Background: an optimization exercise with open tools, aiming at small area and a short achievable clock period. Do not read the settings as production practice. Where RTL was checked, it was by simulation tests only, not by an equivalence proof against the original.

==> inputs of yarrow <==
## FFT_TOB
module FFT_TOB (
  input  wire signed [15:0] Input_re,
  input  wire signed [15:0] Input_Im,
  input  wire               cordic_Valid,
  input  wire               clk,
  input  wire               rst,
  output wire signed [15:0] Output_FFT_Re,
  output wire signed [15:0] Output_FFT_Im,
  output wire               Data_Valid
);
  reg [3:0] p;
  reg       dv;
  always @(posedge clk or negedge rst)
    if (!rst) begin
      p  <= 4'd0;
      dv <= 1'b0;
    end else begin
      if (cordic_Valid) p <= p + 4'd1;
      if (p == 4'd14)   dv <= 1'b1;
    end
  assign Data_Valid = dv;
  wire p3 = p[3], p2 = p[2], p1 = p[1], p0 = p[0];
  wire first = (p == 4'd0);
  reg  p2is;                  
  wire last  = (p == 4'd15);
  reg [127:0] d1r, d1i;    
  reg [63:0]  d2r, d2i;    
  reg [31:0]  d3r, d3i;    
  reg [15:0]  d4r, d4i;    
  reg [15:0]  zr, zi;      
  reg [16:0]  y0, y1;      
  reg         yodp, yodn, yosp, yosn;
  wire yw1 = (p == 4'd4);
  wire yw3 = (p == 4'd6) | (p == 4'd8);
  wire yw9 = (p == 4'd10);
  wire yw2 = (p == 4'd0) | (p == 4'd5);
  wire yw6 = (p == 4'd2) | (p == 4'd9);
  wire yw4 = (p == 4'd1);
  reg [15:0]  ar, ai;      
  reg [15:0]  br, bi;      
  wire [15:0] xr = Input_re, xi = Input_Im;
  ...
==> flow/config.mk <==
export PLATFORM = sky130hd
export DESIGN_NAME = FFT_TOB
export DESIGN_NICKNAME = FFT_TOB
export VERILOG_FILES = /design/flow/design.v
export SDC_FILE = /design/flow/constraint.sdc
export NUM_CORES = 4
export LEC_CHECK = 0
export CAP_MARGIN = 20
export CORE_MARGIN = 2
export CORE_UTILIZATION = 40
export SLEW_MARGIN = 20
export SETUP_SLACK_MARGIN = 14.0
==> flow/constraint.sdc <==
create_clock -name core_clock -period 27.0 [get_ports {clk}]
set_input_delay 5.4000 -clock core_clock [delete_from_list [all_inputs] [get_ports {clk}]]
set_output_delay 5.4000 -clock core_clock [all_outputs]
set_load 0.01 [all_outputs]
standard.sh (not shown) runs the stock make flow with config.mk's settings and CLKGATE_MAP_FILE= SYNTH_SCRIPT=/design/flow/synth_recipe.tcl, a recipe that flattens the netlist after the stock synthesis.
==> flow/flow/run.sh <==
#!/bin/bash
cp standard.sh standard_sh_copy.log
echo "export SETUP_SLACK_MARGIN = 14.0" >> config.mk
bash standard.sh > standard.log 2>&1
==> pepper: changes against yarrow <==
--- a/flow/design.v
+++ b/flow/design.v
@@ -386,45 +386,38 @@
       dv <= 1'b0;
     end else begin
       if (cordic_Valid) p <= p + 4'd1;
       if (p == 4'd14)   dv <= 1'b1;
     end
   assign Data_Valid = dv;
   wire p3 = p[3], p2 = p[2], p1 = p[1], p0 = p[0];
   wire first = (p == 4'd0);
-  reg  p2is;                  
   wire last  = (p == 4'd15);
   reg [127:0] d1r, d1i;    
   reg [63:0]  d2r, d2i;    
   reg [31:0]  d3r, d3i;    
   reg [15:0]  d4r, d4i;    
   reg [15:0]  zr, zi;      
   reg [16:0]  y0, y1;      
-  reg         yodp, yodn, yosp, yosn;
-  wire yw1 = (p == 4'd4);
-  wire yw3 = (p == 4'd6) | (p == 4'd8);
-  wire yw9 = (p == 4'd10);
-  wire yw2 = (p == 4'd0) | (p == 4'd5);
-  wire yw6 = (p == 4'd2) | (p == 4'd9);
-  wire yw4 = (p == 4'd1);
+  reg         yw1, yw3, yw9, yw2, yw6, yw4, yodp, yodn, yosp, yosn;
   reg [15:0]  ar, ai;      
   reg [15:0]  br, bi;      
   wire [15:0] xr = Input_re, xi = Input_Im;
   wire [15:0] r1r = d1r[127:112], r1i = d1i[127:112];
   wire [15:0] r2r = d2r[63:48],   r2i = d2i[63:48];
   wire [15:0] r3r = d3r[31:16],   r3i = d3i[31:16];
   wire [15:0] r4r = d4r,          r4i = d4i;
   wire [15:0] a1r, a1i, b1r, b1i;
-  rca u_a1r (.a(r1r), .b(p3 ? xr : 16'd0), .ci(1'b0), .s(a1r));
-  rca u_a1i (.a(r1i), .b(p3 ? xi : 16'd0), .ci(1'b0), .s(a1i));
+  rca u_a1r (.a(r1r), .b(xr),  .ci(1'b0), .s(a1r));
+  rca u_a1i (.a(r1i), .b(xi),  .ci(1'b0), .s(a1i));
   rca u_b1r (.a(r1r), .b(~xr), .ci(1'b1), .s(b1r));
   rca u_b1i (.a(r1i), .b(~xi), .ci(1'b1), .s(b1i));
-  wire [15:0] s1r = a1r;
-  wire [15:0] s1i = a1i;
+  wire [15:0] s1r = p3 ? a1r : r1r;
+  wire [15:0] s1i = p3 ? a1i : r1i;
   wire [15:0] w1r = p3 ? b1r : xr;
   wire [15:0] w1i = p3 ? b1i : xi;
   wire c2 = ~p3 & p2;
   wire [15:0] b2r, b2i, a2r, a2i;
   rca u_b2r (.a(r2r), .b(~(c2 ? r1i : s1r)),      .ci(1'b1), .s(b2r));
   rca u_b2i (.a(r2i), .b(c2 ? r1r : ~s1i),        .ci(~c2),  .s(b2i));
   wire [15:0] w2r = p2 ? b2r : s1r;
   wire [15:0] w2i = p2 ? b2i : s1i;
@@ -446,60 +439,56 @@
   wire [16:0] py0, py1;
   wire        podp, podn, posp, posn;
   tw_prep u_prep (.ar(yr), .ai(yi), .w1(qw1), .w3(qw3), .w9(qw9), .w2(qw2), .w6(qw6),
                   .y0(py0), .y1(py1), .od_p(podp), .od_n(podn), .os_p(posp), .os_n(posn));
   wire [15:0] er, ei;
   tw_mul u_mul (.y0(y0), .y1(y1), .w1(yw1), .w3(yw3), .w9(yw9), .w2(yw2), .w6(yw6),
                 .od_p(yodp), .od_n(yodn), .os_p(yosp), .os_n(yosn), .zr(er), .zi(ei));
   wire ymul = yw1 | yw3 | yw9 | yw2 | yw6;
+  wire [15:0] ny0;
+  rca u_ny0 (.a(~y0[15:0]), .b(16'd0), .ci(1'b1), .s(ny0));
   wire        x3  = p3 & p2;
   wire [15:0] mr  = x3 ? a2r : zr;
   wire [15:0] mi  = x3 ? a2i : zi;
   wire [15:0] b3r, b3i;
   rca u_b3r (.a(r3r), .b(~mr), .ci(1'b1), .s(b3r));
-  rca u_b3i (.a(r3i), .b(~mi), .ci(~p2is), .s(b3i));
+  rca u_b3i (.a(r3i), .b(~mi), .ci(1'b1), .s(b3i));
   wire [15:0] w3r = p1 ? b3r : mr;
   wire [15:0] w3i = p1 ? b3i : mi;
   wire c5 = p0 & ~p1;
   wire [15:0] s3r, s3i, a3r, a3i, o4r, o4i, e4r, e4i, sumr, sumi, a8r, a8i;
-  rca u_a3r (.a(r3r), .b(p1 ? zr : 16'd0), .ci(1'b0), .s(a3r));
-  rca u_a3i (.a(r3i), .b(p1 ? zi : 16'd0), .ci(p2is), .s(a3i));
-  wire [15:0] s3or = a3r;
-  wire [15:0] s3oi = a3i;
-  wire        g3 = p0 & p1;
-  wire [15:0] f3r = p0 ? (c5 ? r3i : r3r) : 16'd0;
-  wire [15:0] f3i = p0 ? (c5 ? ~r3r : r3i) : 16'd0;
-  wire [15:0] fzr = g3 ? zr : 16'd0;
-  wire [15:0] fzi = g3 ? zi : 16'd0;
-  wire [15:0] hsr = r4r ^ f3r ^ fzr, hsi = r4i ^ f3i ^ fzi;
-  wire [15:0] hcr = (r4r & f3r) | (r4r & fzr) | (f3r & fzr);
-  wire [15:0] hci = (r4i & f3i) | (r4i & fzi) | (f3i & fzi);
-  rca u_e4r (.a(hsr), .b({hcr[14:0], 1'b0}), .ci(1'b0), .s(o4r));
-  rca u_e4i (.a(hsi), .b({hci[14:0], c5}),   .ci(1'b0), .s(o4i));
+  rca u_a3r (.a(r3r), .b(zr), .ci(1'b0), .s(a3r));
+  rca u_a3i (.a(r3i), .b(zi), .ci(1'b0), .s(a3i));
+  wire [15:0] s3or = p1 ? a3r : r3r;
+  wire [15:0] s3oi = p1 ? a3i : r3i;
+  rca u_e4r (.a(r4r), .b(c5 ? r3i : s3or),  .ci(1'b0), .s(e4r));
+  rca u_e4i (.a(r4i), .b(c5 ? ~r3r : s3oi), .ci(c5),   .s(e4i));
+  assign o4r = p0 ? e4r : r4r;
+  assign o4i = p0 ? e4i : r4i;
   out_add u_or (.acc(first ? 16'd0 : ar), .x(xr), .o(o4r), .last(last), .sum(sumr), .y(Output_FFT_Re));
   out_add u_oi (.acc(first ? 16'd0 : ai), .x(xi), .o(o4i), .last(last), .sum(sumi), .y(Output_FFT_Im));
   wire [15:0] i4r = c5 ? r3i : s3or;
   wire [15:0] b4r, b4i;
   rca u_b4r (.a(r4r), .b(~i4r), .ci(1'b1), .s(b4r));
   rca u_b4i (.a(r4i), .b(c5 ? r3r : ~s3oi), .ci(~c5), .s(b4i));
   rca u_a8r (.a(first ? 16'd0 : br), .b(xr ^ {16{p0}}), .ci(p0), .s(a8r));
   rca u_a8i (.a(first ? 16'd0 : bi), .b(xi ^ {16{p0}}), .ci(p0), .s(a8i));
   wire [15:0] w4r = last ? a8r : p0 ? b4r : s3or;
   wire [15:0] w4i = last ? a8i : p0 ? b4i : s3oi;
   always @(posedge clk) begin
     d1r <= {d1r[111:0], w1r};  d1i <= {d1i[111:0], w1i};
     d2r <= {d2r[47:0],  w2r};  d2i <= {d2i[47:0],  w2i};
     d3r <= {d3r[15:0],  w3r};  d3i <= {d3i[15:0],  w3i};
     d4r <= w4r;                d4i <= w4i;
     y0  <= py0;                y1  <= py1;
-    p2is <= (p == 4'd1);
+    yw1 <= qw1; yw3 <= qw3; yw9 <= qw9; yw2 <= qw2; yw6 <= qw6; yw4 <= qw4;
     yodp <= podp; yodn <= podn; yosp <= posp; yosn <= posn;
     zr  <= ymul ? er : yw4 ? y1[15:0] : y0[15:0];
-    zi  <= ymul ? ei : yw4 ? ~y0[15:0] : y1[15:0];
+    zi  <= ymul ? ei : yw4 ? ny0 : y1[15:0];
     ar  <= sumr;               ai  <= sumi;
     br  <= a8r;                bi  <= a8i;
   end
 endmodule
 module out_add (
   input  wire [15:0] acc,
   input  wire [15:0] x,
   input  wire [15:0] o,
==> flow/flow/run.sh (replaced) <==
#!/bin/bash
cp standard.sh standard_sh_copy.log
echo "export SETUP_SLACK_MARGIN = 13.3" >> config.mk
bash standard.sh > standard.log 2>&1
Settings changed: CTS_BUF_LIST set to sky130_fd_sc_hd__clkbuf_8 sky130_fd_sc_hd__clkbuf_16, CTS_CLUSTER_DIAMETER set to 130, CTS_CLUSTER_SIZE set to 27, SETUP_SLACK_MARGIN 14.0 to 13.3.
==> summary of the runs <==
- pepper completed with no timing, DRC or antenna violations. yarrow passed the timing, DRC and antenna checks.
- Register-to-register slack: pepper is better than yarrow (0.81 ns).
- Against yarrow, the final area of pepper is smaller by about 7%.
- In pepper the area after synthesis is smaller than in yarrow, by about 2%.
- In yarrow the non-clock buffer count is higher than in pepper, by 35.
- In yarrow the routed wire length is higher than in pepper, by about 18%.
- Die area: yarrow is higher than pepper (about 2%).
- In yarrow the synthesized cell count is larger than in pepper, by 1.8%.
==> figures <==
Outcome: pepper complete, no violations; yarrow complete, no violations
Clock Network Area Fraction: pepper 1.80%; yarrow 4.99%
Parity-gate share of the synthesized area counting xor and xnor cells: pepper 3.17%; yarrow 4.21%
Layout-stage area growth over the synthesis result: pepper 7.69%; yarrow 13.5%
Placed Instance Area: pepper 38800 um^2; yarrow 39700 um^2
Simple-Gate Fraction of Synth Area: pepper 7.36%; yarrow 8.73%
Worst clock skew: pepper 0.0329 ns; yarrow 0.0739 ns
Fraction of synthesized area in multiplexers: pepper 4.28%; yarrow 3.53%
Combined buffer and inverter count along the critical path: pepper 3; yarrow 2
Std-Cell Core Area: pepper 91700 um^2; yarrow 93300 um^2
DR WL met2: pepper 42200 um; yarrow 48900 um
Post-route fraction of the period consumed by the critical path: pepper 50.6%; yarrow 51.2%
Largest net degree at the start of global routing: pepper 83; yarrow 60
Startpoint Class: pepper input port; yarrow flop
Final non-filler cell area: pepper 39800 um^2; yarrow 42800 um^2
Share of the synthesized area in the top cell type: pepper 33.6%; yarrow 32.6%
Area of the mapped netlist: pepper 37000 um^2; yarrow 37700 um^2
Total number of H-tree levels: pepper 1; yarrow 2
Function not checked in yarrow: the RTL went through the layout flow alone.

==> static timing again, ports no longer ideal <==
How much do the figures lean on ideal ports? The routed layouts below were timed once more, with nothing changed but the port constraints.
Step 1 (the two cells are an assumption about what drives the block):
set clk [get_ports {clk}]
set_driving_cell -lib_cell sky130_fd_sc_hd__clkbuf_16 $clk
set_driving_cell -lib_cell sky130_fd_sc_hd__buf_2 [delete_from_list [all_inputs] $clk]
Step 2 moves the port delays by t, midway between the first and last clock arrival at a register: inputs arrive t later, outputs are due t later. That takes back most of the time a late clock gives input paths.
a / b / c = ideal ports / drivers / drivers and shift; a / b = the first two.
run	t (ns)	setup slack, ns	worst register clock-pin slew, ns
yarrow	0.718	13.168 / 13.106 / 13.392	0.08 / 0.08
pepper	0.673	13.344 / 13.306 / 13.318	0.12 / 0.12
After both steps every run listed still meets setup and hold. The setup slack of pepper, which loses most, moves by -0.038 ns with the drivers and by -0.026 ns with both steps.
